What follows belongs to an exercise in optimizing a design on an open flow for small area, a short achievable clock period and few clock cycles per item; a production flow would make more cautious choices. No functional check of the RTL was part of any run shown here. Power figures rest on the tool's default switching activity, not on a simulated workload.

==> design/flow/design.v <==
module sqrt_mult_system (
    input clk_i,
    input rst_i,
    input start_i,
    input [7:0] a_bi,
    input [7:0] b_bi,
    output [15:0] result,
    output done
);
    wire [5:0] sel;
    wire s000;
    wire s001;
    wire s002;
    wire s003;
    wire s004;
    wire s005;
    wire s006;
    wire s007;
    wire s008;
    wire s009;
    wire s010;
    wire s011;
    wire s012;
    wire s013;
    wire s014;
    wire s015;
    wire s016;
    wire s017;
    wire s018;
    wire s019;
    wire s020;
    wire s021;
    wire s022;
    wire s023;
    wire s024;
    wire s025;
    wire s026;
    wire s027;
    wire s028;
    wire s029;
    wire s030;
    wire s031;
    wire s032;
    wire s033;
    wire s034;
    wire s035;
    wire s036;
    wire s037;
    wire s038;
    wire s039;
    wire s040;
    wire s041;
    wire s042;
    wire s043;
    wire s044;
    wire s045;
    wire s046;
    wire s047;
    wire s048;
    wire s049;
    wire s050;
    wire s051;
    wire s052;
    wire s053;
    wire s054;
    wire s055;
    wire s056;
    wire s057;
    wire s058;
    wire s059;
    wire s060;
    wire s061;
    wire s062;
    wire s063;
    wire s064;
    wire c12;
    assign s000 = ~b_bi[5];
    assign s001 = ~b_bi[4];
    assign s002 = s001 & s000;
    assign s003 = ~s002;
    assign s004 = ~b_bi[6];
    assign s005 = ~b_bi[7];
    assign s006 = s005 & s004;
    assign sel[3] = s006 & s003;
    assign s007 = s002 & s004;
    assign s008 = ~s007;
    assign c12 = s008 & b_bi[7];
    assign s009 = ~b_bi[0];
    assign s010 = ~b_bi[1];
    assign s011 = s010 & s009;
    assign s012 = ~b_bi[2];
    assign s013 = ~b_bi[3];
    assign s014 = s013 & s012;
    assign s015 = s014 & s011;
    assign s016 = b_bi[7] & b_bi[4];
    assign s017 = ~s016;
    assign s018 = s017 & s015;
    assign s019 = ~s018;
    assign s020 = s005 & s001;
    assign s021 = ~s020;
    assign s022 = b_bi[7] & s004;
    assign s023 = ~s022;
    assign s024 = s023 & s021;
    assign s025 = s024 & b_bi[5];
    assign s026 = s025 & s019;
    assign s027 = ~s026;
    assign s028 = s027 & s008;
    assign s029 = ~s028;
    assign s030 = s011 & s012;
    assign s031 = ~s030;
    assign s032 = s031 & b_bi[3];
    assign s033 = ~s032;
    assign s034 = s021 & s004;
    assign s035 = ~s034;
    assign s036 = s035 & s005;
    assign s037 = s036 & s033;
    assign s038 = ~s037;
    assign sel[2] = s038 & s029;
    assign s039 = ~s006;
    assign s040 = ~c12;
    assign sel[4] = s040 & s039;
    assign s041 = ~sel[2];
    assign s042 = s005 & s000;
    assign s043 = s042 & s008;
    assign s044 = ~s043;
    assign s045 = s044 & s023;
    assign s046 = s021 & s003;
    assign s047 = ~s046;
    assign s048 = s047 & s014;
    assign s049 = ~s048;
    assign s050 = s049 & s045;
    assign sel[1] = s050 & s041;
    assign s051 = ~s050;
    assign s052 = s015 & s005;
    assign s053 = ~s052;
    assign s054 = ~s024;
    assign s055 = s054 & s039;
    assign s056 = ~s055;
    assign s057 = s056 & s053;
    assign s058 = ~s057;
    assign s059 = s058 & s000;
    assign s060 = ~s059;
    assign s061 = s060 & s051;
    assign s062 = s034 & s017;
    assign s063 = s062 & s033;
    assign s064 = ~s063;
    assign sel[0] = s064 & s061;
    assign sel[5] = c12;
    wire [16:0] d;
    wire p000;
    wire p001;
    wire p002;
    wire p003;
    wire p004;
    wire p005;
    wire p006;
    wire p007;
    wire p008;
    wire p009;
    wire p010;
    wire p011;
    wire p012;
    wire p013;
    wire p014;
    wire p015;
    wire p016;
    wire p017;
    wire p018;
    wire p019;
    wire p020;
    wire p021;
    wire p022;
    wire p023;
    wire p024;
    wire p025;
    wire p026;
    wire p027;
    wire p028;
    wire p029;
    wire p030;
    wire p031;
    wire p032;
    wire p033;
    wire p034;
    wire p035;
    wire p036;
    wire p037;
    wire p038;
    wire p039;
    wire p040;
    wire p041;
    wire p042;
    wire p043;
    wire p044;
    wire p045;
    wire p046;
    wire p047;
    wire p048;
    wire p049;
    wire p050;
    wire p051;
    wire p052;
    wire p053;
    wire p054;
    wire p055;
    wire p056;
    wire p057;
    wire p058;
    wire p059;
    wire p060;
    wire p061;
    wire p062;
    wire p063;
    wire p064;
    wire p065;
    wire p066;
    wire p067;
    wire p068;
    wire p069;
    wire p070;
    wire p071;
    wire p072;
    wire p073;
    wire p074;
    wire p075;
    wire p076;
    wire p077;
    wire p078;
    wire p079;
    wire p080;
    wire p081;
    wire p082;
    wire p083;
    wire p084;
    wire p085;
    wire p086;
    wire p087;
    wire p088;
    wire p089;
    wire p090;
    wire p091;
    wire p092;
    wire p093;
    wire p094;
    wire p095;
    wire p096;
    wire p097;
    wire p098;
    wire p099;
    wire p100;
    wire p101;
    wire p102;
    wire p103;
    wire p104;
    wire p105;
    wire p106;
    wire p107;
    wire p108;
    wire p109;
    wire p110;
    wire p111;
    wire p112;
    wire p113;
    wire p114;
    wire p115;
    wire p116;
    wire p117;
    wire p118;
    wire p119;
    wire p120;
    wire p121;
    wire p122;
    wire p123;
    wire p124;
    wire p125;
    wire p126;
    wire p127;
    wire p128;
    wire p129;
    wire p130;
    wire p131;
    wire p132;
    wire p133;
    wire p134;
    wire p135;
    wire p136;
    wire p137;
    wire p138;
    wire p139;
    wire p140;
    wire p141;
    wire p142;
    wire p143;
    wire p144;
    wire p145;
    wire p146;
    wire p147;
    wire p148;
    wire p149;
    wire p150;
    wire p151;
    wire p152;
    wire p153;
    wire p154;
    wire p155;
    wire p156;
    wire p157;
    wire p158;
    wire p159;
    wire p160;
    wire p161;
    wire p162;
    wire p163;
    wire p164;
    wire p165;
    wire p166;
    wire p167;
    wire p168;
    wire p169;
    wire p170;
    wire p171;
    wire p172;
    wire p173;
    wire p174;
    wire p175;
    wire p176;
    wire p177;
    wire p178;
    wire p179;
    wire p180;
    wire p181;
    wire p182;
    wire p183;
    wire p184;
    wire p185;
    wire p186;
    wire p187;
    wire p188;
    wire p189;
    wire p190;
    wire p191;
    wire p192;
    wire p193;
    wire p194;
    wire p195;
    wire p196;
    wire p197;
    wire p198;
    wire p199;
    wire p200;
    wire p201;
    wire p202;
    wire p203;
    wire p204;
    wire p205;
    wire p206;
    wire p207;
    wire p208;
    wire p209;
    wire p210;
    wire p211;
    wire p212;
    wire p213;
    wire p214;
    wire p215;
    wire p216;
    wire p217;
    wire p218;
    wire p219;
    wire p220;
    wire p221;
    wire p222;
    wire p223;
    wire p224;
    wire p225;
    wire p226;
    wire p227;
    wire p228;
    wire p229;
    wire p230;
    wire p231;
    wire p232;
    wire p233;
    wire p234;
    wire p235;
    wire p236;
    wire p237;
    wire p238;
    wire p239;
    wire p240;
    wire p241;
    wire p242;
    wire p243;
    wire p244;
    wire p245;
    wire p246;
    wire p247;
    wire p248;
    wire p249;
    wire p250;
    wire p251;
    wire p252;
    wire p253;
    wire p254;
    wire p255;
    wire p256;
    wire p257;
    wire p258;
    wire p259;
    wire p260;
    wire p261;
    wire p262;
    wire p263;
    wire p264;
    wire p265;
    wire p266;
    wire p267;
    wire p268;
    wire p269;
    wire p270;
    wire p271;
    wire p272;
    wire p273;
    wire p274;
    wire p275;
    wire p276;
    wire p277;
    wire p278;
    wire p279;
    wire p280;
    wire p281;
    wire p282;
    wire p283;
    wire p284;
    wire p285;
    wire p286;
    wire p287;
    wire p288;
    wire p289;
    wire p290;
    wire p291;
    wire p292;
    wire p293;
    wire p294;
    wire p295;
    wire p296;
    wire p297;
    wire p298;
    wire p299;
    wire p300;
    wire p301;
    wire p302;
    wire p303;
    wire p304;
    wire fl_p0;
    wire hv9;
    wire hv8;
    wire hv7;
    wire hv6;
    wire hv5;
    wire hv4;
    wire lv9;
    wire lv8;
    wire lv7;
    wire lv6;
    wire lv1;
    wire lv0;
    wire fl_s1_3g;
    wire fl_x1;
    wire fl_x2;
    wire fl_x3;
    assign p210 = ~sel[3];
    assign p220 = ~sel[5];
    assign p230 = p220 & p210;
    assign p240 = ~p230;
    assign p244 = p240 & a_bi[0];
    assign p245 = a_bi[1] & sel[1];
    assign p246 = ~p245;
    assign p247 = a_bi[2] & sel[0];
    assign p248 = ~p247;
    assign p249 = p248 & p246;
    assign p250 = ~a_bi[0];
    assign p251 = p250 & a_bi[1];
    assign p252 = ~p251;
    assign p253 = sel[2] & a_bi[2];
    assign p254 = p253 & p252;
    assign p255 = ~p254;
    assign p256 = ~a_bi[2];
    assign p257 = sel[2] & p256;
    assign p258 = p257 & p251;
    assign p259 = ~p258;
    assign p260 = p259 & p255;
    assign p261 = p260 & p249;
    assign p262 = ~p261;
    assign p263 = p262 & p244;
    assign p264 = ~p263;
    assign p265 = ~p244;
    assign p266 = p261 & p265;
    assign p267 = ~p266;
    assign fl_p0 = p267 & p264;
    assign p268 = ~a_bi[6];
    assign p269 = ~a_bi[4];
    assign p270 = a_bi[0] & a_bi[1];
    assign p271 = ~p270;
    assign p272 = p271 & p256;
    assign p273 = ~p272;
    assign p274 = p273 & a_bi[3];
    assign p275 = ~p274;
    assign p276 = p275 & p269;
    assign p277 = ~p276;
    assign p278 = p277 & a_bi[5];
    assign p279 = ~p278;
    assign p280 = p279 & p268;
    assign p281 = ~p280;
    assign p282 = p281 & a_bi[7];
    assign hv9 = p282 & sel[5];
    assign p283 = ~p282;
    assign p284 = ~a_bi[7];
    assign p285 = ~a_bi[5];
    assign p286 = ~a_bi[3];
    assign p287 = a_bi[1] & a_bi[2];
    assign p288 = ~p287;
    assign p289 = p288 & p286;
    assign p290 = ~p289;
    assign p291 = p290 & a_bi[4];
    assign p292 = ~p291;
    assign p293 = p292 & p285;
    assign p294 = ~p293;
    assign p295 = p294 & a_bi[6];
    assign p296 = ~p295;
    assign p297 = p296 & p284;
    assign p298 = ~p297;
    assign p299 = p298 & p283;
    assign p300 = p299 & sel[5];
    assign p301 = ~p300;
    assign p302 = sel[4] & a_bi[7];
    assign p303 = ~p302;
    assign p304 = p303 & p301;
    assign hv8 = ~p304;
    assign p000 = sel[4] & a_bi[6];
    assign p001 = ~p000;
    assign p002 = a_bi[7] & sel[3];
    assign p003 = ~p002;
    assign p004 = p003 & p001;
    assign p005 = p296 & p281;
    assign p006 = p005 & a_bi[7];
    assign p007 = ~p006;
    assign p008 = ~p005;
    assign p009 = p008 & p284;
    assign p010 = ~p009;
    assign p011 = p010 & p007;
    assign p012 = p011 & sel[5];
    assign p013 = ~p012;
    assign p014 = p013 & p004;
    assign hv7 = ~p014;
    assign p015 = sel[4] & a_bi[5];
    assign p016 = ~p015;
    assign p017 = a_bi[6] & sel[3];
    assign p018 = ~p017;
    assign p019 = p018 & p016;
    assign p020 = p294 & p279;
    assign p021 = ~p020;
    assign p022 = p021 & a_bi[6];
    assign p023 = ~p022;
    assign p024 = p020 & p268;
    assign p025 = ~p024;
    assign p026 = p025 & p023;
    assign p027 = ~p026;
    assign p028 = p027 & sel[5];
    assign p029 = ~p028;
    assign p030 = p029 & p019;
    assign hv6 = ~p030;
    assign p031 = sel[4] & a_bi[4];
    assign p032 = ~p031;
    assign p033 = a_bi[5] & sel[3];
    assign p034 = ~p033;
    assign p035 = p034 & p032;
    assign p036 = p292 & p277;
    assign p037 = p036 & a_bi[5];
    assign p038 = ~p037;
    assign p039 = ~p036;
    assign p040 = p039 & p285;
    assign p041 = ~p040;
    assign p042 = p041 & p038;
    assign p043 = p042 & sel[5];
    assign p044 = ~p043;
    assign p045 = p044 & p035;
    assign hv5 = ~p045;
    assign p046 = sel[4] & a_bi[3];
    assign p047 = ~p046;
    assign p048 = a_bi[4] & sel[3];
    assign p049 = ~p048;
    assign p050 = p049 & p047;
    assign p051 = a_bi[3] & p256;
    assign p052 = p051 & p271;
    assign p053 = ~p052;
    assign p054 = p287 & p286;
    assign p055 = ~p054;
    assign p056 = p055 & p053;
    assign p057 = ~p056;
    assign p058 = p057 & a_bi[4];
    assign p059 = ~p058;
    assign p060 = p056 & p269;
    assign p061 = ~p060;
    assign p062 = p061 & p059;
    assign p063 = p062 & sel[5];
    assign p064 = ~p063;
    assign p065 = p064 & p050;
    assign hv4 = ~p065;
    assign lv9 = p282 & sel[2];
    assign p066 = p299 & sel[2];
    assign p067 = ~p066;
    assign p068 = a_bi[7] & sel[1];
    assign p069 = ~p068;
    assign p070 = p069 & p067;
    assign lv8 = ~p070;
    assign p071 = a_bi[7] & sel[0];
    assign p072 = ~p071;
    assign p073 = a_bi[6] & sel[1];
    assign p074 = ~p073;
    assign p075 = p074 & p072;
    assign p076 = p011 & sel[2];
    assign p077 = ~p076;
    assign p078 = p077 & p075;
    assign lv7 = ~p078;
    assign p079 = a_bi[5] & sel[1];
    assign p080 = ~p079;
    assign p081 = a_bi[6] & sel[0];
    assign p082 = ~p081;
    assign p083 = p082 & p080;
    assign p084 = p027 & sel[2];
    assign p085 = ~p084;
    assign p086 = p085 & p083;
    assign lv6 = ~p086;
    assign p087 = ~sel[1];
    assign p088 = ~a_bi[1];
    assign p089 = sel[2] & p088;
    assign p090 = ~p089;
    assign p091 = p090 & p087;
    assign p092 = ~p091;
    assign p093 = p092 & a_bi[0];
    assign p094 = ~p093;
    assign p095 = ~sel[0];
    assign p096 = sel[2] & p250;
    assign p097 = ~p096;
    assign p098 = p097 & p095;
    assign p099 = ~p098;
    assign p100 = p099 & a_bi[1];
    assign p101 = ~p100;
    assign p102 = p101 & p094;
    assign lv1 = ~p102;
    assign p103 = ~sel[2];
    assign p104 = p103 & p095;
    assign p105 = ~p104;
    assign lv0 = p105 & a_bi[0];
    assign p106 = a_bi[3] & sel[0];
    assign p107 = ~p106;
    assign p108 = sel[1] & a_bi[2];
    assign p109 = ~p108;
    assign p110 = p109 & p107;
    assign p111 = p287 & a_bi[3];
    assign p112 = ~p111;
    assign p113 = p112 & p053;
    assign p114 = p289 & p273;
    assign p115 = ~p114;
    assign p116 = p115 & p113;
    assign p117 = ~p116;
    assign p118 = p117 & sel[2];
    assign p119 = ~p118;
    assign p120 = p119 & p110;
    assign p121 = ~sel[4];
    assign p122 = sel[5] & p088;
    assign p123 = ~p122;
    assign p124 = p123 & p121;
    assign p125 = ~p124;
    assign p126 = p125 & a_bi[0];
    assign p127 = ~p126;
    assign p128 = sel[5] & p250;
    assign p129 = ~p128;
    assign p130 = p129 & p210;
    assign p131 = ~p130;
    assign p132 = p131 & a_bi[1];
    assign p133 = ~p132;
    assign p134 = p133 & p127;
    assign p135 = ~p134;
    assign p136 = p135 & p263;
    assign p137 = ~p136;
    assign p138 = p137 & p120;
    assign p139 = ~p138;
    assign p140 = p134 & p264;
    assign p141 = ~p140;
    assign p142 = a_bi[3] & sel[1];
    assign p143 = ~p142;
    assign p144 = a_bi[4] & sel[0];
    assign p145 = ~p144;
    assign p146 = p145 & p143;
    assign p147 = a_bi[4] & sel[2];
    assign p148 = ~p147;
    assign p149 = p148 & p146;
    assign p150 = p149 & p056;
    assign p151 = ~p150;
    assign p152 = p269 & sel[2];
    assign p153 = ~p152;
    assign p154 = p153 & p146;
    assign p155 = p154 & p057;
    assign p156 = ~p155;
    assign p157 = p156 & p151;
    assign p158 = ~p157;
    assign p159 = p252 & sel[5];
    assign p160 = ~p159;
    assign p161 = p160 & p210;
    assign p162 = ~p161;
    assign p163 = p162 & a_bi[2];
    assign p164 = ~p163;
    assign p165 = p128 & p256;
    assign p166 = ~p165;
    assign p167 = p166 & p121;
    assign p168 = ~p167;
    assign p169 = p168 & a_bi[1];
    assign p170 = ~p169;
    assign p171 = p170 & p164;
    assign p172 = p171 & p158;
    assign p173 = ~p172;
    assign p174 = p173 & p141;
    assign p175 = p174 & p139;
    assign p176 = ~p175;
    assign p177 = ~p171;
    assign p178 = p177 & p157;
    assign p179 = ~p178;
    assign p180 = p179 & p176;
    assign p181 = sel[4] & a_bi[2];
    assign p182 = ~p181;
    assign p183 = a_bi[3] & sel[3];
    assign p184 = ~p183;
    assign p185 = p184 & p182;
    assign p186 = p117 & sel[5];
    assign p187 = ~p186;
    assign p188 = p187 & p185;
    assign p189 = a_bi[5] & sel[2];
    assign p190 = ~p189;
    assign p191 = a_bi[4] & sel[1];
    assign p192 = ~p191;
    assign p193 = a_bi[5] & sel[0];
    assign p194 = ~p193;
    assign p195 = p194 & p192;
    assign p196 = p195 & p190;
    assign p197 = p196 & p039;
    assign p198 = ~p197;
    assign p199 = p285 & sel[2];
    assign p200 = ~p199;
    assign p201 = p200 & p195;
    assign p202 = p201 & p036;
    assign p203 = ~p202;
    assign p204 = p203 & p198;
    assign p205 = p204 & p188;
    assign p206 = ~p205;
    assign p207 = ~p188;
    assign p208 = ~p204;
    assign p209 = p208 & p207;
    assign p211 = ~p209;
    assign p212 = p211 & p206;
    assign p213 = ~p212;
    assign p214 = p213 & p180;
    assign p215 = ~p214;
    assign p216 = p208 & p188;
    assign p217 = ~p216;
    assign fl_s1_3g = p217 & p215;
    assign p218 = p141 & p137;
    assign p219 = ~p218;
    assign p221 = p219 & p120;
    assign p222 = ~p221;
    assign p223 = ~p120;
    assign p224 = p218 & p223;
    assign p225 = ~p224;
    assign fl_x1 = p225 & p222;
    assign p226 = p141 & p139;
    assign p227 = p177 & p158;
    assign p228 = ~p227;
    assign p229 = p171 & p157;
    assign p231 = ~p229;
    assign p232 = p231 & p228;
    assign p233 = ~p232;
    assign p234 = p233 & p226;
    assign p235 = ~p234;
    assign p236 = ~p226;
    assign p237 = p232 & p236;
    assign p238 = ~p237;
    assign fl_x2 = p238 & p235;
    assign p239 = ~p180;
    assign p241 = p212 & p239;
    assign p242 = ~p241;
    assign p243 = p242 & p215;
    assign fl_x3 = ~p243;
    assign d = { hv9, hv8, hv7, hv6, hv5, hv4, lv9, lv8, lv7, lv6, fl_s1_3g, fl_x3, fl_x2, fl_x1, fl_p0, lv1, lv0 };
    reg        done_r;
    reg [5:0] res_lo;
    reg        cy_r;
    reg [3:0] up_lo;
    reg [5:0] up_hi;
    always @(posedge clk_i) begin
        done_r <= start_i & ~rst_i;
        {up_hi, up_lo, cy_r, res_lo} <= d;
    end
    wire [5:0] u;
    wire q000;
    wire q001;
    wire q002;
    wire q003;
    wire q004;
    wire q005;
    wire q006;
    wire q007;
    wire q008;
    wire q009;
    wire q010;
    wire q011;
    wire q012;
    wire q013;
    wire q014;
    wire q015;
    wire q016;
    wire q017;
    wire q018;
    wire q019;
    wire q020;
    wire q021;
    wire q022;
    wire q023;
    wire q024;
    wire q025;
    wire q026;
    wire q027;
    wire q028;
    wire q029;
    wire q030;
    wire q031;
    wire q032;
    wire q033;
    wire q034;
    wire q035;
    wire q036;
    wire q037;
    wire q038;
    wire q039;
    wire q040;
    wire q041;
    wire q042;
    wire q043;
    wire q044;
    wire q045;
    wire q046;
    wire q047;
    wire q048;
    wire q049;
    wire q050;
    wire q051;
    wire q052;
    wire q053;
    wire q054;
    wire q055;
    wire q056;
    wire q057;
    wire q058;
    wire q059;
    wire q060;
    wire q061;
    wire q062;
    wire q063;
    wire q064;
    wire q065;
    wire q066;
    wire q067;
    wire q068;
    wire q069;
    wire q070;
    wire q071;
    wire q072;
    wire q073;
    wire q074;
    wire q075;
    wire q076;
    wire q077;
    wire q078;
    wire q079;
    wire q080;
    wire q081;
    wire fu_x0;
    wire fu_x1;
    wire fu_x2;
    wire fu_x3;
    wire fu_x4;
    wire fu_x5;
    assign q005 = ~cy_r;
    assign q006 = q005 & up_lo[0];
    assign q007 = ~q006;
    assign q008 = ~up_lo[0];
    assign q009 = cy_r & q008;
    assign q010 = ~q009;
    assign q011 = q010 & q007;
    assign q012 = ~q011;
    assign q013 = q012 & up_hi[0];
    assign q014 = ~q013;
    assign q015 = ~up_hi[0];
    assign q016 = q011 & q015;
    assign q017 = ~q016;
    assign fu_x0 = q017 & q014;
    assign q018 = cy_r & up_lo[0];
    assign q019 = ~q018;
    assign q020 = q019 & q015;
    assign q021 = ~q020;
    assign q022 = q005 & q008;
    assign q023 = ~q022;
    assign q024 = q023 & q021;
    assign q025 = up_lo[1] & up_hi[1];
    assign q026 = ~q025;
    assign q027 = ~up_hi[1];
    assign q028 = ~up_lo[1];
    assign q029 = q028 & q027;
    assign q030 = ~q029;
    assign q031 = q030 & q026;
    assign q032 = q031 & q024;
    assign q033 = ~q032;
    assign q034 = ~q024;
    assign q035 = ~q031;
    assign q036 = q035 & q034;
    assign q037 = ~q036;
    assign fu_x1 = q037 & q033;
    assign q038 = up_lo[1] & up_hi[1];
    assign q039 = ~q038;
    assign q040 = q030 & q023;
    assign q041 = q040 & q021;
    assign q042 = ~q041;
    assign q043 = q042 & q039;
    assign q044 = up_lo[2] & up_hi[2];
    assign q045 = ~q044;
    assign q046 = ~up_hi[2];
    assign q047 = ~up_lo[2];
    assign q048 = q047 & q046;
    assign q049 = ~q048;
    assign q050 = q049 & q045;
    assign q051 = ~q050;
    assign q052 = q051 & q043;
    assign q053 = ~q052;
    assign q054 = ~q043;
    assign q055 = q050 & q054;
    assign q056 = ~q055;
    assign fu_x2 = q056 & q053;
    assign q057 = q056 & q045;
    assign q058 = ~up_hi[3];
    assign q059 = ~up_lo[3];
    assign q060 = q059 & q058;
    assign q061 = ~q060;
    assign q062 = up_lo[3] & up_hi[3];
    assign q063 = ~q062;
    assign q064 = q063 & q061;
    assign q065 = ~q064;
    assign q066 = q065 & q057;
    assign q067 = ~q066;
    assign q068 = ~q057;
    assign q069 = q064 & q068;
    assign q070 = ~q069;
    assign fu_x3 = q070 & q067;
    assign q071 = q063 & q045;
    assign q072 = q071 & q056;
    assign q073 = ~q072;
    assign q074 = q061 & up_hi[4];
    assign q075 = q074 & q073;
    assign q076 = ~q075;
    assign q077 = ~up_hi[4];
    assign q078 = q063 & q077;
    assign q079 = q078 & q070;
    assign q080 = ~q079;
    assign fu_x4 = q080 & q076;
    assign q081 = q076 & up_hi[5];
    assign q000 = ~q081;
    assign q001 = ~up_hi[5];
    assign q002 = q075 & q001;
    assign q003 = ~q002;
    assign q004 = q003 & q000;
    assign fu_x5 = ~q004;
    assign u = { fu_x5, fu_x4, fu_x3, fu_x2, fu_x1, fu_x0 };
    assign result = {4'b0, u, res_lo};
    assign done   = done_r;
endmodule
==> design/flow/flow/run.sh <==
#!/bin/bash
# Layout flow: the standard ORFS flow, with three changes.
#  1. Synthesis is ORFS's own script (with the standard flow's -nofsm -noshare wrapper,
#     flatten and renaming, as in synth_recipe.tcl), but ABC maps with the
#     script in flow/abc.script (the logic feeding the output ports first,
#     with flow/abc_post.script if present), and full/half adder extraction
#     can be skipped.
#  2. The port buffers inserted during placement are buf cells instead of
#     the slow clkdlybuf cells that buffer_ports picks by default.
#  3. With SKIP_TIE_FANOUT=1, the one tie cell from synthesis drives all
#     constant outputs (floorplan does not make a tie cell per output).
# Settings come from flow/params.sh. Each tool's output goes to its own log.
set -euo pipefail
HERE=$(pwd)
source "$HERE/flow/params.sh"
export MY_ABC_SCRIPT="$HERE/flow/abc.script"
if [ -f "$HERE/flow/abc_post.script" ]; then export MY_ABC_POST_SCRIPT="$HERE/flow/abc_post.script"; fi
export MY_NOFA
export BUFFER_PORTS_ARGS="-buffer_cell $PORT_BUFFER"
if [ "${SKIP_TIE_FANOUT:-0}" = 1 ]; then export SKIP_REPAIR_TIE_FANOUT=1; fi
sed "s#SYNTH_SCRIPT=[^ ]*#SYNTH_SCRIPT=$HERE/flow/synth.tcl#" standard.sh > my_standard.sh
bash my_standard.sh finish > flow_make.log 2>&1
==> design/flow/flow/abc.script <==
strash
dch
map -D 1300
topo
stime -c
==> design/flow/flow/abc_post.script <==
strash
dch
map -D 300
topo
stime -c
==> design/flow/flow/params.sh <==
MY_NOFA=1
PORT_BUFFER=sky130_fd_sc_hd__buf_1
SKIP_TIE_FANOUT=1
==> design/flow/flow/synth.tcl <==
# synth_recipe.tcl with hooks: abc runs flow/abc.script (MY_ABC_SCRIPT);
# when MY_ABC_POST_SCRIPT is set, the logic in the input cone of the output
# ports (back to the flip-flops) is mapped first, with that script; and
# extract_fa is skipped when MY_NOFA is 1.
proc synth {args} { yosys synth -nofsm -noshare {*}$args }
proc abc {args} {
  set out {}
  set skip 0
  foreach a $args {
    if {$skip} { set skip 0; continue }
    if {$a eq "-script" || $a eq "-D"} { set skip 1; continue }
    lappend out $a
  }
  if {[info exists ::env(MY_ABC_POST_SCRIPT)] && $::env(MY_ABC_POST_SCRIPT) ne ""} {
    set outp $out
    lappend outp -script $::env(MY_ABC_POST_SCRIPT)
    yosys select -set postcone o:* %ci*:-sky130_fd_sc_hd__dfxtp_1
    yosys abc {*}$outp @postcone
  }
  lappend out -script $::env(MY_ABC_SCRIPT)
  yosys abc {*}$out
}
if {$::env(MY_NOFA)} { proc extract_fa {args} {} }
source $::env(SCRIPTS_DIR)/synth.tcl
# left out here: clear keep_hierarchy, flatten, clean up, hide names made inside functions, write 1_2_yosys.v
==> design/flow/standard.sh <==
#!/bin/bash
# synth_recipe.tcl (not shown) runs the flow's synth.tcl, then flattens the netlist and writes it again
# the make line also repeats each setting of config.mk as NAME=value (left out here)
make -C /OpenROAD-flow-scripts/flow DESIGN_CONFIG=/design/flow/config.mk WORK_HOME=/design/flow/orfs CLKGATE_MAP_FILE= SYNTH_SCRIPT=/design/flow/synth_recipe.tcl "${@:-finish}"
==> design/flow/config.mk <==
export PLATFORM = sky130hd
export DESIGN_NAME = sqrt_mult_system
export DESIGN_NICKNAME = sqrt_mult_system
export VERILOG_FILES = /design/flow/design.v
export SDC_FILE = /design/flow/constraint.sdc
export NUM_CORES = 4
export LEC_CHECK = 0
export CAP_MARGIN = 20
export CORE_MARGIN = 2
export CORE_UTILIZATION = 40
export SETUP_SLACK_MARGIN = 2.3
export SLEW_MARGIN = 20
==> design/flow/constraint.sdc <==
create_clock -name core_clock -period 5.0 [get_ports {clk_i}]
set_input_delay 1.0000 -clock core_clock [delete_from_list [all_inputs] [get_ports {clk_i}]]
set_output_delay 1.0000 -clock core_clock [all_outputs]
set_load 0.01 [all_outputs]
==> results of run 1 <==
cells in the mapped netlist:
cell	n
sky130_fd_sc_hd__a21oi_1	13
sky130_fd_sc_hd__a221oi_1	1
sky130_fd_sc_hd__a22oi_1	1
sky130_fd_sc_hd__a31oi_1	2
sky130_fd_sc_hd__a32oi_1	1
sky130_fd_sc_hd__and2_2	1
sky130_fd_sc_hd__buf_4	10
sky130_fd_sc_hd__clkinv_1	28
sky130_fd_sc_hd__conb_1	1
sky130_fd_sc_hd__dfxtp_1	18
sky130_fd_sc_hd__nand2_1	43
sky130_fd_sc_hd__nand3_1	9
sky130_fd_sc_hd__nand3b_1	1
sky130_fd_sc_hd__nand4_1	1
sky130_fd_sc_hd__nor2_1	26
sky130_fd_sc_hd__nor3_1	2
sky130_fd_sc_hd__o211ai_1	2
sky130_fd_sc_hd__o21a_1	4
sky130_fd_sc_hd__o21ai_0	9
sky130_fd_sc_hd__o221ai_1	8
sky130_fd_sc_hd__o22ai_1	6
sky130_fd_sc_hd__o31ai_1	2
sky130_fd_sc_hd__or2_2	2
sky130_fd_sc_hd__xnor2_1	4
sky130_fd_sc_hd__xor2_1	7
where the power goes:
| part | switching, uW | internal (uW) | leakage (uW) |
|---|---|---|---|
| combinational | 128 | 82.3 | 0.000449 |
| sequential | 13.7 | 169 | 0.000151 |
| clock | 44.8 | 28.0 | 0.0000138 |
| total | 186 | 280 | 0.000614 |
cell type report:
cell class / instances / area [sq um]
Clock buffer: 3 / 22.52
Fill cell: 328 / 1515
Inverter: 28 / 106.4
Multi-Input combinational cell: 146 / 864.6
Sequential cell: 18 / 362.8
Tap cell: 44 / 55.05
Timing Repair Buffer: 35 / 151.4
per-layer routing:
metal,routed length [um],vias up
met4,40,0
li1,-,731
met1,1495,615
met3,127,5
met5,0,-
met2,1414,41
state kept, by name, indices dropped and copies added (netlist names):
signal  cells
res_lo      6
done_r      1
cy_r        1
up_hi       6
up_lo       4
metrics by stage:
step	instance area, sq um	utilization (%)
2_1_floorplan	1306	-
3_3_place_gp	1403	45.57
3_5_place_dp	1403	45.57
4_1_cts	1479	48.05
5_1_grt	1563	50.77
6_report	1563	50.77
worst max-delay path, stage by stage:
cell and delay, ns:
sky130_fd_sc_hd__clkbuf_2 0.15, sky130_fd_sc_hd__nor2_2 0.21, sky130_fd_sc_hd__a21oi_2 0.08, sky130_fd_sc_hd__o21ai_0 0.17, sky130_fd_sc_hd__nand2_1 0.12, sky130_fd_sc_hd__nand3_4 0.15, sky130_fd_sc_hd__clkinv_1 0.13, sky130_fd_sc_hd__a221oi_2 0.33
sky130_fd_sc_hd__o21a_1 0.23, sky130_fd_sc_hd__o211ai_1 0.12, sky130_fd_sc_hd__o21a_1 0.13
logic make-up after synthesis:
group                  count (synthesis)
buffers and inverters                 38
AO/OA/AOI/OAI                         49
other                                  1
AND/OR/NAND/NOR                       85
XOR/XNOR                              11
flip-flops                            18
what timing repair did:
item	4_1_cts	5_1_grt
endpoints found under the setup margin	4	7
setup buffers	2	2
resized for setup	9	23
cloned	0	0
pin swaps	2	5
worst max-delay path by stage:
stage	slack (ns)	from	cells past startpoint	to
6_report	2.38	b_bi[7]	11	cy_r
5_1_grt	2.26	b_bi[6]	12	res_lo[4]
4_1_cts	2.32	cy_r	7	result[10]
3_5_place_dp	1.74	b_bi[6]	11	res_lo[4]
3_3_place_gp	1.67	b_bi[6]	11	res_lo[4]
2_1_floorplan	2.37	b_bi[7]	11	res_lo[5]
==> report_table.html, run 1 <==
<table>
<tr><th>Metric</th><th>Value</th></tr>
<tr><th colspan="2">Run status</th></tr>
<tr><td>Status</td><td>timing/DRC/antenna clean</td></tr>
<tr><th colspan="2">Clock network</th></tr>
<tr><td>Clock Root Buffer</td><td>sky130_fd_sc_hd__clkbuf_4</td></tr>
<tr><td>Clock sinks</td><td>18</td></tr>
<tr><td>Total CTS buffers</td><td>3</td></tr>
<tr><td>Number of buffers added to fix hold violations after cts</td><td>0</td></tr>
<tr><td>CTS Buffer Depth</td><td>2</td></tr>
<tr><td>Clock tree from TritonCTS</td><td>yes</td></tr>
<tr><td>Number of H-tree levels</td><td>1</td></tr>
<tr><td>Clock edge transition at the registers on the reported setup and hold paths</td><td>0.11 ns</td></tr>
<tr><th colspan="2">Global route</th></tr>
<tr><td>Global routing usage summed across all routing layers</td><td>roughly 17%</td></tr>
<tr><td>Number of antenna violations at the first check in global routing</td><td>0</td></tr>
<tr><td>Met2 track demand over resource</td><td>27.66%</td></tr>
<tr><td>Via count of the first global-routing pass</td><td>1134</td></tr>
<tr><td>Met1 track demand over resource</td><td>roughly 23%</td></tr>
<tr><td>Global-route layer with the greatest usage</td><td>met2</td></tr>
<tr><td>Maximum number of pins on one net before global-route repair</td><td>10</td></tr>
<tr><td>First-pass GRT wire length</td><td>between 4000 and 5000 um</td></tr>
<tr><td>Met3 layer usage reported by global route</td><td>approximately 2.5%</td></tr>
<tr><td>Congestion Overflow GR</td><td>0</td></tr>
<tr><th colspan="2">Synth</th></tr>
<tr><td>Multiplexer fraction of the synthesized cell area</td><td>0%</td></tr>
<tr><td>Post-Synth Adder-Cell Area</td><td>0%</td></tr>
<tr><td>Number of distinct library cell variants in the gate-level netlist after synthesis</td><td>25</td></tr>
<tr><td>Share of the synthesized area in the top cell type</td><td>27.64%</td></tr>
<tr><td>Dominant combinational cell family by area after synthesis</td><td>simple AND/OR/NAND/NOR gates</td></tr>
<tr><td>Synth top area cells</td><td>sky130_fd_sc_hd__dfxtp_1 28%, sky130_fd_sc_hd__nand2_1 12%, sky130_fd_sc_hd__clkinv_1 8.1%</td></tr>
<tr><td>Total number of yosys warnings</td><td>1</td></tr>
<tr><td>Share of the synthesized area in compound gates (AO/OA/AOI/OAI)</td><td>24.18%</td></tr>
<tr><td>Sequential share of the synthesized area</td><td>approximately 28%</td></tr>
<tr><td>Flops &amp; latches, synth</td><td>18</td></tr>
<tr><td>Post-synthesis instance area</td><td>1304 sq um</td></tr>
<tr><td>Gate Count Post-Synth</td><td>202</td></tr>
<tr><td>Mapped Nets</td><td>~220</td></tr>
<tr><td>Simple-gate share of the synthesized area</td><td>26.68%</td></tr>
<tr><td>Library cell with the largest summed area after synthesis</td><td>sky130_fd_sc_hd__dfxtp_1</td></tr>
<tr><td>Post-Syn Area per Cell</td><td>about 6.5 sq um</td></tr>
<tr><td>Xor and xnor area share after synthesis</td><td>7.390%</td></tr>
<tr><th colspan="2">Layout</th></tr>
<tr><td>Count of non-filler cells in the finished layout</td><td>around 270</td></tr>
<tr><td>Layout net count</td><td>251</td></tr>
<tr><td>Antenna diodes</td><td>0</td></tr>
<tr><td>Most common cell after layout, fill and taps aside</td><td>sky130_fd_sc_hd__nand2_1</td></tr>
<tr><td>Share of cells above drive strength 1</td><td>between 10 and 15%</td></tr>
<tr><td>Top library cells by usage in the layout, fill and taps aside</td><td>43 x sky130_fd_sc_hd__nand2_1, 27 x sky130_fd_sc_hd__buf_1, 24 x sky130_fd_sc_hd__clkinv_1, 20 x sky130_fd_sc_hd__nor2_1, 16 x sky130_fd_sc_hd__dfxtp_1</td></tr>
<tr><td>Area growth syn-to-layout</td><td>19.87%</td></tr>
<tr><th colspan="2">Pwr</th></tr>
<tr><td>Total power</td><td>roughly 470 uW</td></tr>
<tr><td>Static leakage</td><td>0.0006143 uW</td></tr>
<tr><td>Total power divided by cell area</td><td>approximately 300 nW/um^2</td></tr>
<tr><td>Largest voltage drop on the vdd net</td><td>approximately 0.10 mV</td></tr>
<tr><th colspan="2">Worst setup path</th></tr>
<tr><td>WP data arrival</td><td>between 2 and 3 ns</td></tr>
<tr><td>CP Capture Type</td><td>register</td></tr>
<tr><td>Nature of the critical path startpoint</td><td>input pin</td></tr>
<tr><td>CP required</td><td>5.20 ns</td></tr>
<tr><td>Maximum fanout along the worst path</td><td>7</td></tr>
<tr><td>Critical path class</td><td>in -&gt; reg</td></tr>
<tr><th colspan="2">Placed design</th></tr>
<tr><td>HPWL after detailed placement</td><td>2202 um</td></tr>
<tr><td>Setup WS pre-CTS</td><td>between 1.5 and 2 ns</td></tr>
<tr><td>Quantity of I/O buffers inserted on ports</td><td>31</td></tr>
<tr><td>Dpl cells</td><td>267</td></tr>
<tr><td>Final estimated routing congestion in global placement</td><td>0.8275</td></tr>
<tr><th colspan="2">Detailed routing</th></tr>
<tr><td>Routed via count divided by cell count</td><td>5.080</td></tr>
<tr><td>Routed wire length</td><td>3078 um</td></tr>
<tr><td>Detailed Route Iter0 Violations</td><td>42</td></tr>
<tr><td>ANT nets after route</td><td>0</td></tr>
<tr><td>Remaining routing DRC violations</td><td>0</td></tr>
<tr><td>Total number of vias</td><td>approximately 1400</td></tr>
<tr><td>Post-detailed-route wirelength per cell</td><td>~11 um</td></tr>
<tr><td>First drt pass iteration count</td><td>4</td></tr>
<tr><th colspan="2">Timing</th></tr>
<tr><td>Worst Hold Margin</td><td>0.8306 ns</td></tr>
<tr><td>Final setup vio count</td><td>0</td></tr>
<tr><td>Count of final max-slew check failures</td><td>0</td></tr>
<tr><td>RSZ-0062 raised after global routing</td><td>yes</td></tr>
<tr><td>Peak Freq</td><td>0.3822 GHz</td></tr>
<tr><td>Setup TNS</td><td>0 ns</td></tr>
<tr><td>Worst setup margin</td><td>around 2.4 ns</td></tr>
<tr><td>Worst slew slack as a fraction of its limit</td><td>63.16%</td></tr>
<tr><td>Hold violation total from the final report</td><td>0</td></tr>
<tr><td>Fraction of the cycle the final worst path needs</td><td>52.32%</td></tr>
<tr><td>Crit path time final</td><td>2.616 ns</td></tr>
<tr><td>Worst slew pin tran</td><td>0.5489 ns</td></tr>
<tr><th colspan="2">Die</th></tr>
<tr><td>Total die area</td><td>3732 sq um</td></tr>
<tr><td>Die height</td><td>between 60 and 70 um</td></tr>
<tr><td>Chip Width</td><td>61.09 um</td></tr>
<tr><td>I/O pin cnt</td><td>36</td></tr>
<tr><td>Initial Util</td><td>42.36%</td></tr>
<tr><td>Core outline area</td><td>a little over 3000 sq um</td></tr>
<tr><td>Number of placement rows</td><td>20</td></tr>
<tr><th colspan="2">Flow run</th></tr>
<tr><td>Number of max-cap violations</td><td>0</td></tr>
<tr><th colspan="2">Hold path</th></tr>
<tr><td>Worst min-delay path category</td><td>in -&gt; reg</td></tr>
<tr><td>Instance count along the most critical hold path</td><td>2</td></tr>
<tr><td>Worst min-delay path startpoint</td><td>rst_i</td></tr>
<tr><td>Hold worst-path end</td><td>done_r</td></tr>
</table>
==> run 2: changes to the inputs <==
--- a/design/flow/config.mk
+++ b/design/flow/config.mk
@@ -8,5 +8,5 @@
 export CAP_MARGIN = 20
 export CORE_MARGIN = 2
 export CORE_UTILIZATION = 40
-export SETUP_SLACK_MARGIN = 2.3
+export SETUP_SLACK_MARGIN = 2.2
 export SLEW_MARGIN = 20
==> run 2 against run 1 <==
  * Die area did not move
  * Global-route usage fell by 0.65 points
  * Setup slack lost 0.086 ns
  * Total power is 1.2% higher
  * Largest power group unchanged
  * Count of clock-buffer cells in the layout rose by 1
  * Cell area decreased by 3.1%
  * Clock power up 24%
  * Synthesized cell count unchanged
==> report_table.html, run 2 <==
<table>
<tr><th>Metric</th><th>Value</th></tr>
<tr><th colspan="2">Timing</th></tr>
<tr><td>Crit path time final</td><td>2.702 ns (+0.08596 ns)</td></tr>
<tr><td>Worst slew pin tran</td><td>0.8082 ns (+0.2594 ns)</td></tr>
<tr><td>Fraction of the cycle the final worst path needs</td><td>54.04% (+1.7 points)</td></tr>
<tr><td>Peak Freq</td><td>0.3701 GHz (-3.2%)</td></tr>
<tr><td>Setup TNS</td><td>0 ns (unchanged)</td></tr>
<tr><td>Final setup vio count</td><td>0 (unchanged)</td></tr>
<tr><td>RSZ-0062 raised after global routing</td><td>no</td></tr>
<tr><td>Hold violation total from the final report</td><td>0 (unchanged)</td></tr>
<tr><td>Count of final max-slew check failures</td><td>0 (unchanged)</td></tr>
<tr><td>Worst slew slack as a fraction of its limit</td><td>45.55% (-18 points)</td></tr>
<tr><th colspan="2">Worst setup path</th></tr>
<tr><td>Nature of the critical path startpoint</td><td>input pin</td></tr>
<tr><td>Peak per-stage delay on the critical path</td><td>0.37 ns (+0.04 ns)</td></tr>
<tr><td>CP Capture Type</td><td>register</td></tr>
<tr><td>Delay-heaviest family, CP</td><td>compound AO/OA/AOI/OAI gates</td></tr>
<tr><td>Buffers plus inverters on the worst setup path</td><td>2 (unchanged)</td></tr>
<tr><td>Critical path class</td><td>in -&gt; reg</td></tr>
<tr><td>Master of the slowest instance on the critical path</td><td>sky130_fd_sc_hd__o211ai_1</td></tr>
<tr><td>CP required</td><td>5.25 ns (+0.05 ns)</td></tr>
<tr><td>Cell Chain, Critical Path</td><td>clkbuf_2 -&gt; clkinv_1 -&gt; o211ai_1 -&gt; nand3_2 -&gt; o221ai_2 -&gt; nand2_1 -&gt; o21a_1 -&gt; o211ai_1 -&gt; o21a_1</td></tr>
<tr><td>WP data arrival</td><td>2.96 ns (+0.14 ns)</td></tr>
<tr><td>Maximum fanout along the worst path</td><td>7 (unchanged)</td></tr>
<tr><th colspan="2">Pwr</th></tr>
<tr><td>Pint</td><td>290.9 uW (+4.1%)</td></tr>
<tr><td>Static leakage</td><td>0.0005935 uW (-3.4%)</td></tr>
<tr><td>Clock group share of total power</td><td>19.1% (+3.5 points)</td></tr>
<tr><td>Relative contribution of combinational cells to total power</td><td>42.3% (-2.8 points)</td></tr>
<tr><td>Total power</td><td>471.2 uW (+1.2%)</td></tr>
<tr><td>Largest voltage drop on the vdd net</td><td>0.09710 mV (-5.5%)</td></tr>
<tr><td>Switching power total</td><td>180.3 uW (-3.2%)</td></tr>
<tr><td>Switching fraction of total power</td><td>38.26% (-1.7 points)</td></tr>
<tr><td>Total power divided by cell area</td><td>311.3 nW/um^2 (+4.4%)</td></tr>
<tr><td>Flop pwr share</td><td>38.6% (-0.6 points)</td></tr>
<tr><th colspan="2">Detailed routing</th></tr>
<tr><td>Routed wire length</td><td>2896 um (-5.9%)</td></tr>
<tr><td>ANT nets after route</td><td>0 (unchanged)</td></tr>
<tr><td>Total number of vias</td><td>1379 (-0.93%)</td></tr>
<tr><td>Post-detailed-route wirelength per cell</td><td>10.57 um (-5.9%)</td></tr>
<tr><td>Detailed Route Iter0 Violations</td><td>39 (-7.1%)</td></tr>
<tr><td>Remaining routing DRC violations</td><td>0 (unchanged)</td></tr>
<tr><td>Routed via count divided by cell count</td><td>5.033 (-0.93%)</td></tr>
<tr><td>First drt pass iteration count</td><td>4 (unchanged)</td></tr>
<tr><th colspan="2">Hold path</th></tr>
<tr><td>Hold worst-path end</td><td>done_r</td></tr>
<tr><td>Worst min-delay path category</td><td>in -&gt; reg</td></tr>
<tr><td>Worst min-delay path startpoint</td><td>rst_i</td></tr>
<tr><td>Instance count along the most critical hold path</td><td>2 (unchanged)</td></tr>
<tr><th colspan="2">Global route</th></tr>
<tr><td>Congestion Overflow GR</td><td>0 (unchanged)</td></tr>
<tr><td>First-pass GRT wire length</td><td>4602 um (-4.4%)</td></tr>
<tr><td>Via count of the first global-routing pass</td><td>1152 (+1.6%)</td></tr>
<tr><td>Global routing usage summed across all routing layers</td><td>16.35% (-0.65 points)</td></tr>
<tr><td>Number of antenna violations at the first check in global routing</td><td>0 (unchanged)</td></tr>
<tr><td>Maximum number of pins on one net before global-route repair</td><td>11 (+1)</td></tr>
<tr><th colspan="2">Die</th></tr>
<tr><td>Initial Util</td><td>42.36% (unchanged)</td></tr>
<tr><td>Number of placement rows</td><td>20 (unchanged)</td></tr>
<tr><td>Core outline area</td><td>3078 sq um (unchanged)</td></tr>
<tr><td>I/O pin cnt</td><td>36 (unchanged)</td></tr>
<tr><td>Chip Width</td><td>61.09 um (unchanged)</td></tr>
<tr><td>Total die area</td><td>3732 sq um (unchanged)</td></tr>
<tr><td>Die height</td><td>61.09 um (unchanged)</td></tr>
<tr><th colspan="2">Synth</th></tr>
<tr><td>Number of distinct library cell variants in the gate-level netlist after synthesis</td><td>25 (unchanged)</td></tr>
<tr><td>Gate Count Post-Synth</td><td>202 (unchanged)</td></tr>
<tr><td>Most instantiated library cell after synthesis</td><td>sky130_fd_sc_hd__nand2_1</td></tr>
<tr><td>Synth top area cells</td><td>sky130_fd_sc_hd__dfxtp_1 28%, sky130_fd_sc_hd__nand2_1 12%, sky130_fd_sc_hd__clkinv_1 8.1%</td></tr>
<tr><td>Number of enable-type register cells in the synthesized netlist</td><td>0 (unchanged)</td></tr>
<tr><td>Library cell with the largest summed area after synthesis</td><td>sky130_fd_sc_hd__dfxtp_1</td></tr>
<tr><td>Flops &amp; latches, synth</td><td>18 (unchanged)</td></tr>
<tr><td>Post-synthesis instance area</td><td>1304 sq um (unchanged)</td></tr>
<tr><td>Mapped Nets</td><td>221 (unchanged)</td></tr>
<tr><td>Total number of yosys warnings</td><td>1 (unchanged)</td></tr>
<tr><td>Leading post-synthesis cells by instance count</td><td>43 x sky130_fd_sc_hd__nand2_1, 28 x sky130_fd_sc_hd__clkinv_1, 26 x sky130_fd_sc_hd__nor2_1, 18 x sky130_fd_sc_hd__dfxtp_1, 13 x sky130_fd_sc_hd__a21oi_1</td></tr>
<tr><td>Synth Flop Type</td><td>sky130_fd_sc_hd__dfxtp_1</td></tr>
<tr><td>Share of the synthesized area in the top cell type</td><td>27.64% (unchanged)</td></tr>
<tr><td>Post-Syn Area per Cell</td><td>6.454 sq um (unchanged)</td></tr>
<tr><td>Fraction of registers with async set or reset after synthesis</td><td>0% (unchanged)</td></tr>
<tr><td>Sequential share of the synthesized area</td><td>27.64% (unchanged)</td></tr>
<tr><th colspan="2">Layout</th></tr>
<tr><td>Top library cells by usage in the layout, fill and taps aside</td><td>43 x sky130_fd_sc_hd__nand2_1, 30 x sky130_fd_sc_hd__buf_1, 26 x sky130_fd_sc_hd__clkinv_1, 22 x sky130_fd_sc_hd__nor2_1, 18 x sky130_fd_sc_hd__dfxtp_1</td></tr>
<tr><td>Fill cells</td><td>329 (+0.30%)</td></tr>
<tr><td>Layout net count</td><td>250 (-0.40%)</td></tr>
<tr><td>Post-layout utilization of the core</td><td>49.19% (-1.6 points)</td></tr>
<tr><td>Area growth syn-to-layout</td><td>16.12%</td></tr>
<tr><td>Share of cells above drive strength 1</td><td>10.00% (-4.8 points)</td></tr>
<tr><td>Antenna diodes</td><td>0 (unchanged)</td></tr>
<tr><td>Most common cell after layout, fill and taps aside</td><td>sky130_fd_sc_hd__nand2_1</td></tr>
<tr><th colspan="2">Clock network</th></tr>
<tr><td>Total CTS buffers</td><td>3 (unchanged)</td></tr>
<tr><td>Clock sinks</td><td>18 (unchanged)</td></tr>
<tr><td>Clock Root Buffer</td><td>sky130_fd_sc_hd__clkbuf_4</td></tr>
<tr><td>Number of H-tree levels</td><td>1 (unchanged)</td></tr>
<tr><td>Clock edge transition at the registers on the reported setup and hold paths</td><td>0.10 ns (about the same)</td></tr>
<tr><td>Number of buffers added to fix hold violations after cts</td><td>0 (unchanged)</td></tr>
<tr><td>Clock tree from TritonCTS</td><td>yes</td></tr>
<tr><td>CTS Buffer Depth</td><td>2 (unchanged)</td></tr>
<tr><th colspan="2">Placed design</th></tr>
<tr><td>Final estimated routing congestion in global placement</td><td>0.8638 (+4.4%)</td></tr>
<tr><td>HPWL after detailed placement</td><td>2216 um (+0.64%)</td></tr>
<tr><td>Quantity of I/O buffers inserted on ports</td><td>31 (unchanged)</td></tr>
<tr><th colspan="2">Run status</th></tr>
<tr><td>Status</td><td>timing/DRC/antenna clean</td></tr>
<tr><th colspan="2">Flow run</th></tr>
<tr><td>Number of max-cap violations</td><td>0 (unchanged)</td></tr>
</table>
[run 2: how the worst max path moves through the flow]
stage	start	endpoint	slack, ns	cells after the start
finish	b_bi[7]	cy_r	2.30	9
global route	b_bi[6]	cy_r	2.18	13
CTS	b_bi[6]	res_lo[4]	2.25	11
detailed placement	b_bi[7]	res_lo[5]	1.67	11
global placement	b_bi[7]	res_lo[5]	1.63	11
floorplan	b_bi[6]	res_lo[4]	2.29	10
[run 2: per-stage QoR]
step,setup slack (ns),std cells,instance area [sq um],hold slack [ns]
6_report,2.298,274,1514,0.8333
3_5_place_dp,1.668,267,1400,1.163
3_3_place_gp,1.633,267,1400,1.151
5_1_grt,2.183,274,1514,0.8276
2_1_floorplan,2.295,202,1304,1.071
4_1_cts,2.246,271,1458,0.8274
[run 2: what timing repair did]
item / in CTS / in global routing
resized for setup: 5 / 12
endpoints found under the setup margin: 4 / 5
pin swaps: 0 / 2
cloned: 0 / 0
setup buffers: 0 / 3
[run 2: final cells by class]
type                    count  area, sq um  share of cell area, %
well taps                  44        55.05                  3.636
multi-input cells         146        817.0                  53.97
clock buffers               4        36.28                  2.397
flip-flops and latches     18        360.3                  23.80
repair buffers             34        140.1                  9.256
inverters                  28        105.1                  6.942
[run 2: power groups by stage]
| stage | combinational, uW | sequential, uW | clock, uW |
|---|---|---|---|
| CTS | 188 | 182 | 94.0 |
| finish | 199 | 182 | 90.1 |
| floorplan | 156 | 190 | 0 |
| detailed placement | 184 | 185 | 0 |
| global placement | 186 | 185 | 0 |
| global route | 225 | 184 | 98.1 |
[run 2: cell families (layout without fill, tap and decap cells)]
group	after synthesis	after routing	share of synthesized area (%)
buffers and inverters	38	66	13.82
and+or+nand+nor	85	85	26.68
xor gates and xnor gates	11	11	7.389
other	1	1	0.2876
AOI/OAI and AO/OA	49	49	24.18
DFF	18	18	27.64
[run 2: layer usage]
layer	vias up	global-route usage (%)	share of wire (%)
met5	-	0	0
li1	730	-	-
met3	8	2.521	4.0
met4	0	7.453	2.4
met2	40	27.05	45
met1	601	20.93	48

## afterwards: timing with drivers on the ports
The results above use ideal ports. As a check the final layouts listed here were re-extracted and re-timed, cells and wires unchanged. Step 1: set_driving_cell puts a clkbuf_16 on clk_i and a buf_2 on each other input, an assumption about the parent block. Step 2 adds t to the input delays and takes it off the output delays; t is the mean of the earliest and latest rising clock arrival at the registers after step 1. Input paths then give back, and output paths get back, about the clock's delay inside the block. Three values: ideal, step 1, step 2; two values: the first two.
run | t (ns) | setup slack, ns | latest minus earliest clock arrival (ns)
run 1 | 0.313 | 2.384 / 2.385 / 2.072 | 0.012 / 0.012
run 2 | 0.318 | 2.298 / 2.295 / 1.977 | 0.007 / 0.008
After both steps setup and hold are still met in every run listed. For run 2, which loses most, drivers alone change the setup slack by -0.003 ns; drivers and shift together by -0.321 ns.
